Source: an optimization exercise on an open RTL-to-GDS flow (aim: small area, a short achievable clock period and few clock cycles per item). Production flows keep margins and buffers that such runs may drop. Only simulation tests tie the RTL to the original design; equivalence was not proved. Power figures rest on the tool's default switching activity, not on a simulated workload.

[flow/design.v]
module MatMul (
    input CLK,
    input RSTN,
    input enW_i,
    input enI_i,
    input [39:0] Weight_i,
    input [39:0] In_i,
    output RDY_o,
    output reg [39:0] OUT_o,
    output reg VAL_o,
    output reg OV_o
);
    localparam N = 5;   
    localparam T = 10;  
    localparam IDLE = 4'b0001;
    localparam LOAD_WEIGHT = 4'b0010;
    localparam LOAD_INPUT = 4'b0100;
    localparam COMPUTE = 4'b1000;
    reg [3:0] present_state, next_state;
    reg [3:0] weight_counter, input_counter;
    reg [6:0] compute_counter;
    reg [39:0] weight_temp [0:4];
    reg [8*T-1:0] input_temp1, input_temp2, input_temp3, input_temp4, input_temp5;
    reg [8*(T+4)-1:0] input_reg1, input_reg2, input_reg3, input_reg4, input_reg5;
    reg [7:0] Vin1, Vin2, Vin3, Vin4, Vin5;
    reg [8*T-1:0] out_temp1, out_temp2, out_temp3, out_temp4, out_temp5;
    reg [T-1:0] ov1, ov2, ov3, ov4, ov5;
    assign RDY_o = (present_state != COMPUTE);
    always @(posedge CLK or negedge RSTN) begin
        if (!RSTN)
            present_state <= IDLE;
        else
            present_state <= next_state;
    end
    always @(*) begin
        case (present_state)
            IDLE: begin
                if (enW_i) next_state = LOAD_WEIGHT;
                else next_state = IDLE;
            end
            LOAD_WEIGHT: begin
                if (enW_i && weight_counter == N-1) next_state = LOAD_INPUT;
                else next_state = LOAD_WEIGHT;
            end
            LOAD_INPUT: begin
                if (enI_i && input_counter == T-1) next_state = COMPUTE;
                else next_state = LOAD_INPUT;
            end
            COMPUTE: begin
                if (compute_counter == N+T+7) next_state = IDLE;
                else next_state = COMPUTE;
            end
            default: next_state = IDLE;
        endcase
    end
    always @(posedge CLK or negedge RSTN) begin
        if (!RSTN) begin
            weight_counter <= 0;
            input_counter <= 0;
            compute_counter <= 0;
        end else begin
            case (present_state)
                IDLE: begin
                    weight_counter <= enW_i ? 4'd1 : 4'd0;
                    input_counter <= 0;
                    compute_counter <= 0;
                end
                LOAD_WEIGHT: begin
                    if (enW_i) begin
                        if (weight_counter < N-1) weight_counter <= weight_counter + 1;
                        else weight_counter <= 0;
                    end
                end
                LOAD_INPUT: begin
                    if (enI_i) begin
                        if (input_counter < T-1) input_counter <= input_counter + 1;
                        else input_counter <= 0;
                    end
                end
                COMPUTE: begin
                    if (compute_counter < N+T+7) compute_counter <= compute_counter + 1;
                    else compute_counter <= 0;
                end
                default: ;
            endcase
        end
    end
    always @(posedge CLK) begin
        if (present_state == IDLE) begin
            if (enW_i) weight_temp[0] <= Weight_i;
            input_temp1 <= 0; input_temp2 <= 0; input_temp3 <= 0; input_temp4 <= 0; input_temp5 <= 0;
        end else if (present_state == LOAD_WEIGHT) begin
            if (enW_i) weight_temp[weight_counter[2:0]] <= Weight_i;
        end else if (present_state == LOAD_INPUT) begin
            if (enI_i) begin
                input_temp1[8*T-1 - input_counter*8 -: 8] <= In_i[39:32];  
                input_temp2[8*T-1 - input_counter*8 -: 8] <= In_i[31:24];
                input_temp3[8*T-1 - input_counter*8 -: 8] <= In_i[23:16];
                input_temp4[8*T-1 - input_counter*8 -: 8] <= In_i[15:8];
                input_temp5[8*T-1 - input_counter*8 -: 8] <= In_i[7:0];
            end
        end
    end
    always @(posedge CLK) begin
        if (present_state == IDLE) begin
            input_reg1 <= 0; input_reg2 <= 0; input_reg3 <= 0; input_reg4 <= 0; input_reg5 <= 0;
        end else if (present_state == COMPUTE) begin
            input_reg1 <= {input_temp1, 32'b0};
            input_reg2 <= {8'b0, input_temp2, 24'b0};
            input_reg3 <= {16'b0, input_temp3, 16'b0};
            input_reg4 <= {24'b0, input_temp4, 8'b0};
            input_reg5 <= {32'b0, input_temp5};
        end
    end
    wire [6:0] rd_idx = compute_counter - 7'd1;
    wire rd_ok = (compute_counter >= 1) && (compute_counter <= T+4);
    always @(posedge CLK) begin
        if (present_state == COMPUTE && rd_ok) begin
            Vin1 <= input_reg1[8*(T+4)-1 - rd_idx*8 -: 8];
            Vin2 <= input_reg2[8*(T+4)-1 - rd_idx*8 -: 8];
            Vin3 <= input_reg3[8*(T+4)-1 - rd_idx*8 -: 8];
            Vin4 <= input_reg4[8*(T+4)-1 - rd_idx*8 -: 8];
            Vin5 <= input_reg5[8*(T+4)-1 - rd_idx*8 -: 8];
        end else begin
            Vin1 <= 0; Vin2 <= 0; Vin3 <= 0; Vin4 <= 0; Vin5 <= 0;
        end
    end
    wire [18:0] acc11, acc12, acc13, acc14, acc15;
    wire [18:0] acc21, acc22, acc23, acc24, acc25;
    wire [18:0] acc31, acc32, acc33, acc34, acc35;
    wire [18:0] acc41, acc42, acc43, acc44, acc45;
    wire [18:0] acc51, acc52, acc53, acc54, acc55;
    wire [7:0] vin11, vin12, vin13, vin14, vin15;
    wire [7:0] vin21, vin22, vin23, vin24, vin25;
    wire [7:0] vin31, vin32, vin33, vin34, vin35;
    wire [7:0] vin41, vin42, vin43, vin44, vin45;
    wire [7:0] vin51, vin52, vin53, vin54, vin55;
    MAC u11 (.CLK(CLK), .Weight(weight_temp[0][39:32]), .In(Vin1), .partial_sum(19'b0), .vertical_out(vin11), .result(acc11));
    MAC u12 (.CLK(CLK), .Weight(weight_temp[0][31:24]), .In(Vin2), .partial_sum(acc11), .vertical_out(vin12), .result(acc12));
    MAC u13 (.CLK(CLK), .Weight(weight_temp[0][23:16]), .In(Vin3), .partial_sum(acc12), .vertical_out(vin13), .result(acc13));
    MAC u14 (.CLK(CLK), .Weight(weight_temp[0][15:8]), .In(Vin4), .partial_sum(acc13), .vertical_out(vin14), .result(acc14));
    MAC u15 (.CLK(CLK), .Weight(weight_temp[0][7:0]), .In(Vin5), .partial_sum(acc14), .vertical_out(vin15), .result(acc15));
    MAC u21 (.CLK(CLK), .Weight(weight_temp[1][39:32]), .In(vin11), .partial_sum(19'b0), .vertical_out(vin21), .result(acc21));
    MAC u22 (.CLK(CLK), .Weight(weight_temp[1][31:24]), .In(vin12), .partial_sum(acc21), .vertical_out(vin22), .result(acc22));
    MAC u23 (.CLK(CLK), .Weight(weight_temp[1][23:16]), .In(vin13), .partial_sum(acc22), .vertical_out(vin23), .result(acc23));
    MAC u24 (.CLK(CLK), .Weight(weight_temp[1][15:8]), .In(vin14), .partial_sum(acc23), .vertical_out(vin24), .result(acc24));
    MAC u25 (.CLK(CLK), .Weight(weight_temp[1][7:0]), .In(vin15), .partial_sum(acc24), .vertical_out(vin25), .result(acc25));
    MAC u31 (.CLK(CLK), .Weight(weight_temp[2][39:32]), .In(vin21), .partial_sum(19'b0), .vertical_out(vin31), .result(acc31));
    MAC u32 (.CLK(CLK), .Weight(weight_temp[2][31:24]), .In(vin22), .partial_sum(acc31), .vertical_out(vin32), .result(acc32));
    MAC u33 (.CLK(CLK), .Weight(weight_temp[2][23:16]), .In(vin23), .partial_sum(acc32), .vertical_out(vin33), .result(acc33));
    MAC u34 (.CLK(CLK), .Weight(weight_temp[2][15:8]), .In(vin24), .partial_sum(acc33), .vertical_out(vin34), .result(acc34));
    MAC u35 (.CLK(CLK), .Weight(weight_temp[2][7:0]), .In(vin25), .partial_sum(acc34), .vertical_out(vin35), .result(acc35));
    MAC u41 (.CLK(CLK), .Weight(weight_temp[3][39:32]), .In(vin31), .partial_sum(19'b0), .vertical_out(vin41), .result(acc41));
    MAC u42 (.CLK(CLK), .Weight(weight_temp[3][31:24]), .In(vin32), .partial_sum(acc41), .vertical_out(vin42), .result(acc42));
    MAC u43 (.CLK(CLK), .Weight(weight_temp[3][23:16]), .In(vin33), .partial_sum(acc42), .vertical_out(vin43), .result(acc43));
    MAC u44 (.CLK(CLK), .Weight(weight_temp[3][15:8]), .In(vin34), .partial_sum(acc43), .vertical_out(vin44), .result(acc44));
    MAC u45 (.CLK(CLK), .Weight(weight_temp[3][7:0]), .In(vin35), .partial_sum(acc44), .vertical_out(vin45), .result(acc45));
    MAC u51 (.CLK(CLK), .Weight(weight_temp[4][39:32]), .In(vin41), .partial_sum(19'b0), .vertical_out(vin51), .result(acc51));
    MAC u52 (.CLK(CLK), .Weight(weight_temp[4][31:24]), .In(vin42), .partial_sum(acc51), .vertical_out(vin52), .result(acc52));
    MAC u53 (.CLK(CLK), .Weight(weight_temp[4][23:16]), .In(vin43), .partial_sum(acc52), .vertical_out(vin53), .result(acc53));
    MAC u54 (.CLK(CLK), .Weight(weight_temp[4][15:8]), .In(vin44), .partial_sum(acc53), .vertical_out(vin54), .result(acc54));
    MAC u55 (.CLK(CLK), .Weight(weight_temp[4][7:0]), .In(vin45), .partial_sum(acc54), .vertical_out(vin55), .result(acc55));
    always @(posedge CLK) begin
        if (present_state == IDLE) begin
            out_temp1 <= 0; out_temp2 <= 0; out_temp3 <= 0; out_temp4 <= 0; out_temp5 <= 0;
            ov1 <= 0; ov2 <= 0; ov3 <= 0; ov4 <= 0; ov5 <= 0;
        end else if (present_state == COMPUTE) begin
            if (compute_counter >= 8 && compute_counter < 8+T) begin
                out_temp1[8*T-1 - (compute_counter-8)*8 -: 8] <= acc15[7:0];
                ov1[compute_counter-8] <= |acc15[18:8];
            end
            if (compute_counter >= 9 && compute_counter < 9+T) begin
                out_temp2[8*T-1 - (compute_counter-9)*8 -: 8] <= acc25[7:0];
                ov2[compute_counter-9] <= |acc25[18:8];
            end
            if (compute_counter >= 10 && compute_counter < 10+T) begin
                out_temp3[8*T-1 - (compute_counter-10)*8 -: 8] <= acc35[7:0];
                ov3[compute_counter-10] <= |acc35[18:8];
            end
            if (compute_counter >= 11 && compute_counter < 11+T) begin
                out_temp4[8*T-1 - (compute_counter-11)*8 -: 8] <= acc45[7:0];
                ov4[compute_counter-11] <= |acc45[18:8];
            end
            if (compute_counter >= 12 && compute_counter < 12+T) begin
                out_temp5[8*T-1 - (compute_counter-12)*8 -: 8] <= acc55[7:0];
                ov5[compute_counter-12] <= |acc55[18:8];
            end
        end
    end
    wire [6:0] out_idx = compute_counter - (N+8);
    always @(posedge CLK or negedge RSTN) begin
        if (!RSTN) begin
            OUT_o <= 0;
            VAL_o <= 0;
            OV_o <= 0;
        end else if (present_state == COMPUTE && compute_counter >= N+8) begin
            VAL_o <= 1;
            OUT_o <= {out_temp1[8*T-1 - out_idx*8 -: 8],
                      out_temp2[8*T-1 - out_idx*8 -: 8],
                      out_temp3[8*T-1 - out_idx*8 -: 8],
                      out_temp4[8*T-1 - out_idx*8 -: 8],
                      out_temp5[8*T-1 - out_idx*8 -: 8]};
            OV_o <= ov1[out_idx] | ov2[out_idx] | ov3[out_idx] | ov4[out_idx] | ov5[out_idx];
        end else begin
            VAL_o <= 0;
            OUT_o <= 0;
            OV_o <= 0;
        end
    end
endmodule
module MAC (
    input CLK,
    input [7:0] Weight,
    input [7:0] In,
    input [18:0] partial_sum,
    output reg [7:0] vertical_out,
    output reg [18:0] result
);
    reg [15:0] mult_result;
    always @(posedge CLK) begin
        vertical_out <= In;
        mult_result <= Weight * In;
        result <= partial_sum + {3'b0, mult_result};
    end
endmodule
[flow/run.sh]
#!/bin/bash
# synth_recipe.tcl (not shown) runs the flow's synth.tcl, then flattens the netlist and writes it again
# the make line also repeats each setting of config.mk as NAME=value (left out here)
make -C /OpenROAD-flow-scripts/flow DESIGN_CONFIG=/design/flow/config.mk WORK_HOME=/design/flow/orfs CLKGATE_MAP_FILE= SYNTH_SCRIPT=/design/flow/synth_recipe.tcl finish
[flow/config.mk]
export PLATFORM = sky130hd
export DESIGN_NAME = MatMul
export DESIGN_NICKNAME = MatMul
export VERILOG_FILES = /design/flow/design.v
export SDC_FILE = /design/flow/constraint.sdc
export NUM_CORES = 4
export LEC_CHECK = 0
export CAP_MARGIN = 20
export CORE_MARGIN = 2
export CORE_UTILIZATION = 40
export PLACE_DENSITY = 0.6
export SLEW_MARGIN = 20
[flow/constraint.sdc]
create_clock -name core_clock -period 6.0 [get_ports {CLK}]
set_input_delay 1.2000 -clock core_clock [delete_from_list [all_inputs] [get_ports {CLK}]]
set_output_delay 1.2000 -clock core_clock [all_outputs]
set_load 0.01 [all_outputs]
==> results.tsv <==
metric	value	unit
slew-limit-headroom	9.46	%
cts_made_buffers	292	
cpMaxStageDelayCell	or4_1	
synth_cell_type_count	112	
synthCells	16100	
power_frac_clock	47.8	%
cts_tree	done	
num_vias	108000	
dp_slack	188	ps
grt-ovfl-total	0	
synth_seq_area_share	35.6	%
cts.path.max_buffers	4	
start_kind	flip-flop	
grt_pass1_vias	105000	
drt_iter0_drc	7083	
crit_path_end_kind	flip-flop	
avgSynthCellArea	9.34	sq um
initial_core_util	40.1	%
worstPathMaxFanout	11	
areaGrowthSynthToFinish	11.0	%
tightest_slew	1360	ps
drc_errors	0	
worstPathCellList	clkinv_2 -> ha_1 -> a21oi_2 -> mux2_2 -> nor3_4 -> nand3_1 -> ha_1 -> and4_1 -> nand4_1 -> or2_2 -> nor3_1 -> a32oi_1 -> xor2_1 -> or4_1 -> a221oi_1 -> and3_1 -> buf_4 -> nand3_4 -> mux2i_1	
syn_nets	18400	
rsz0062_at_grt	no	
drv_slew	0	
p_leak	0.0745	uW
grtUsageTotal	19.6	%
total_power	37800	uW
synth_area	150000	sq um
seqPwrFrac	46.5	%
hold_viol	0	
ant_nets	0	
cp.arrival	6370	ps
min_path_type	in2async	
cpMostUsedCell	ha_1	
cts.htree.levels	5	
fp.coreArea	375000	sq um
synth_area_leaders	dfxtp_1 31%, fa_1 12%, ha_1 11%, nand2_1 6.8%, and2_1 4.0%	
placed_cell_area	157000	sq um
clk_pin_slew_worst_paths	60	ps
die_w	617	microns
outcome	complete, no violations	
ff2ff_path_depth	19	
seq_area	53500	sq um
wl_per_cell	17.8	microns
wirelength	379000	microns
netSwitchingFraction	25.5	%
maxCapViolations	0	
yosysTopAreaCellShare	30.6	%
post-route-util	44.5	%
boundaryPins	127	
fillers	36000	
post-synth-top-count-cell	nand2_1	
clk_latency	950	ps
gp_congestion	0.881	
max_stage_delay	550	ps
yosys_most_used_dff	dfxtp_1	
cp.required	6720	ps
antenna_found_initial	21	
powerDensity	227	nW/um^2
peakVddDrop	0.375	mV
netSwitchingPower	9630	uW
async_flop_share	2.39	%
grt_pass1_wl	598000	microns
finalSetupTns	0	ps
ys_warn_count	2	
drive_gt1_share	5.83	%
synth_top_area_cell	dfxtp_1	
combPwrFrac	5.7	%
clkSinkCount	2556	
dpl.hpwl	270000	microns
worstSetupPathType	reg2reg	
cts_root_buffer	clkbuf_16	
final_nets	18400	
design_area	167000	sq um
multi_input_area	89000	sq um
fp.dieH	617	microns
synth_edf_count	200	
dr.pass1.iters	5	
period_share	94.3	%
die-area	380000	sq um
grt_max_degree	213	
setup_violations	0	
fin_ws	345	ps
fin_skew	81.5	ps
period_needed	5660	ps
p_int	28100	uW
routed_via_density	5.06	
io_buffers	126	
fmax	177	MHz
ys_ff_latch	2556	
placementRows	225	
yosys-top-cells-count	2736 x nand2_1, 2295 x dfxtp_1, 1474 x inv_1, 1333 x ha_1, 1194 x a21oi_1	
-- worst max-delay path: cells and delay by family (launching register included) --
kind,cells,cell delay (ps)
simple gates,9,2330
fa+ha+maj,2,780
compound gates,3,720
mux,2,590
buf+inv,2,470
flops,1,400
xor+xnor,1,200
-- timing repair --
item,in CTS,in global routing
hold buffers,0,0
gates resized for setup,0,7
endpoints found under the setup margin,0,206
buffers inserted,0,4
-- flip-flops by register name, indices dropped and copies added (netlist names), 40 cells and up --
name / count
out_temp2: 80
input_reg3: 80
input_temp4: 80
out_temp1: 80
input_reg1: 80
out_temp5: 80
input_temp3: 80
OUT_o: 40
input_reg5: 80
out_temp3: 80
out_temp4: 80
input_reg2: 80
input_temp5: 80
input_reg4: 80
input_temp1: 80
input_temp2: 80
weight_temp: 200
-- routing by layer --
metal  track usage (%)  vias up  routed length [microns]
li1                  -    53100                        -
met1              26.6    52000                   176000
met2              33.0     1966                   178000
met3              2.35      502                    16000
met4              4.93        8                     9450
met5                 0        -                       51
-- per-stage QoR --
| step | hold WS [ps] | instances |
|---|---|---|
| floorplan | 310 | 16100 |
| global placement | 310 | 20700 |
| detailed placement | 312 | 20700 |
| CTS | 137 | 21300 |
| global route | 168 | 21300 |
| finish | 181 | 21300 |
-- cells by family after synthesis --
family	Yosys count	synth area share, %
xor gates and xnor gates	632	3.69
adders and majority gates	2255	23.4
DFF	2556	35.6
and+or+nand+nor	5528	17.2
AOI/OAI and AO/OA	2343	9.40
buffers and inverters	2085	5.29
muxes	683	5.39
-- layout make-up --
type,count,area share (%)
Multi-Input combinational cell,11400,53.4
Sequential cell,2556,32.1
Clock buffer,405,5.02
Tap cell,4994,3.75
Inverter,1483,3.34
Timing Repair Buffer,277,1.56
Clock inverter,124,0.826
Antenna cell,8,0.0120
-- cell usage in the layout, fill, tap and decap left out, drive strengths merged, types with 125 or more instances in the layout --
cell type	count
inv	1513
nand2	2736
edfxtp	200
dfxtp	2295
fa	920
nor2	808
xnor2	507
nor3	208
buf	152
a21oi	1197
nor2b	141
nand3	207
and2	966
clkbuf	405
ha	1333
mux2i	524
clkdlybuf4s50	125
o21ai	383
xor2	125
-- path summary, 6_finish.rpt --
| path | from | endpoint | slack [ps] |
|---|---|---|---|
| min in group core_clock | u31.mult_result[11] | u31.result[11] | 320 |
| max reg2reg | compute_counter[2] | out_temp4[15] | 340 |
| max in group asynchronous | RSTN | compute_counter[0] | 4670 |
| min reg2reg | u31.mult_result[11] | u31.result[11] | 320 |
| max | compute_counter[2] | out_temp4[15] | 340 |
| min | RSTN | OUT_o[27] | 180 |
-- power by group through the flow --
stage | clock network (uW) | registers (uW) | logic (uW)
final | 18100 | 17500 | 2150
after global routing | 19200 | 17600 | 2300
after CTS | 18500 | 17500 | 2140
after detailed placement | 0 | 17900 | 2150
after global placement | 0 | 17900 | 2160
after floorplan | 0 | 17800 | 1500
Testbench counts, summed over its fixed seeds: cycles 7,304, jobs 192.

separate check: timing with driven ports:
How much do the figures lean on ideal ports? The routed layout below was timed once more, with nothing changed but the port constraints.
Step 1 sets driving cells, clkbuf_16 on the clock port and buf_2 on the other inputs (assumed; they add their load-dependent delay and slew).
Step 2 also shifts input and output timing later by t, the mid clock arrival at the registers, as if the neighbouring blocks saw the same clock.
Three values: ideal, step 1, step 2; two values: the first two.
shift t [ns]: 1.011
slack for setup (ns): 0.345 / 0.345 / 0.345
worst setup path at the end: register to register
slew at the worst register clock pin (ns): 0.08 / 0.08
After both steps this run still meets setup and hold. For this run, drivers alone change the setup slack by 0.000 ns; drivers and shift together by 0.000 ns.
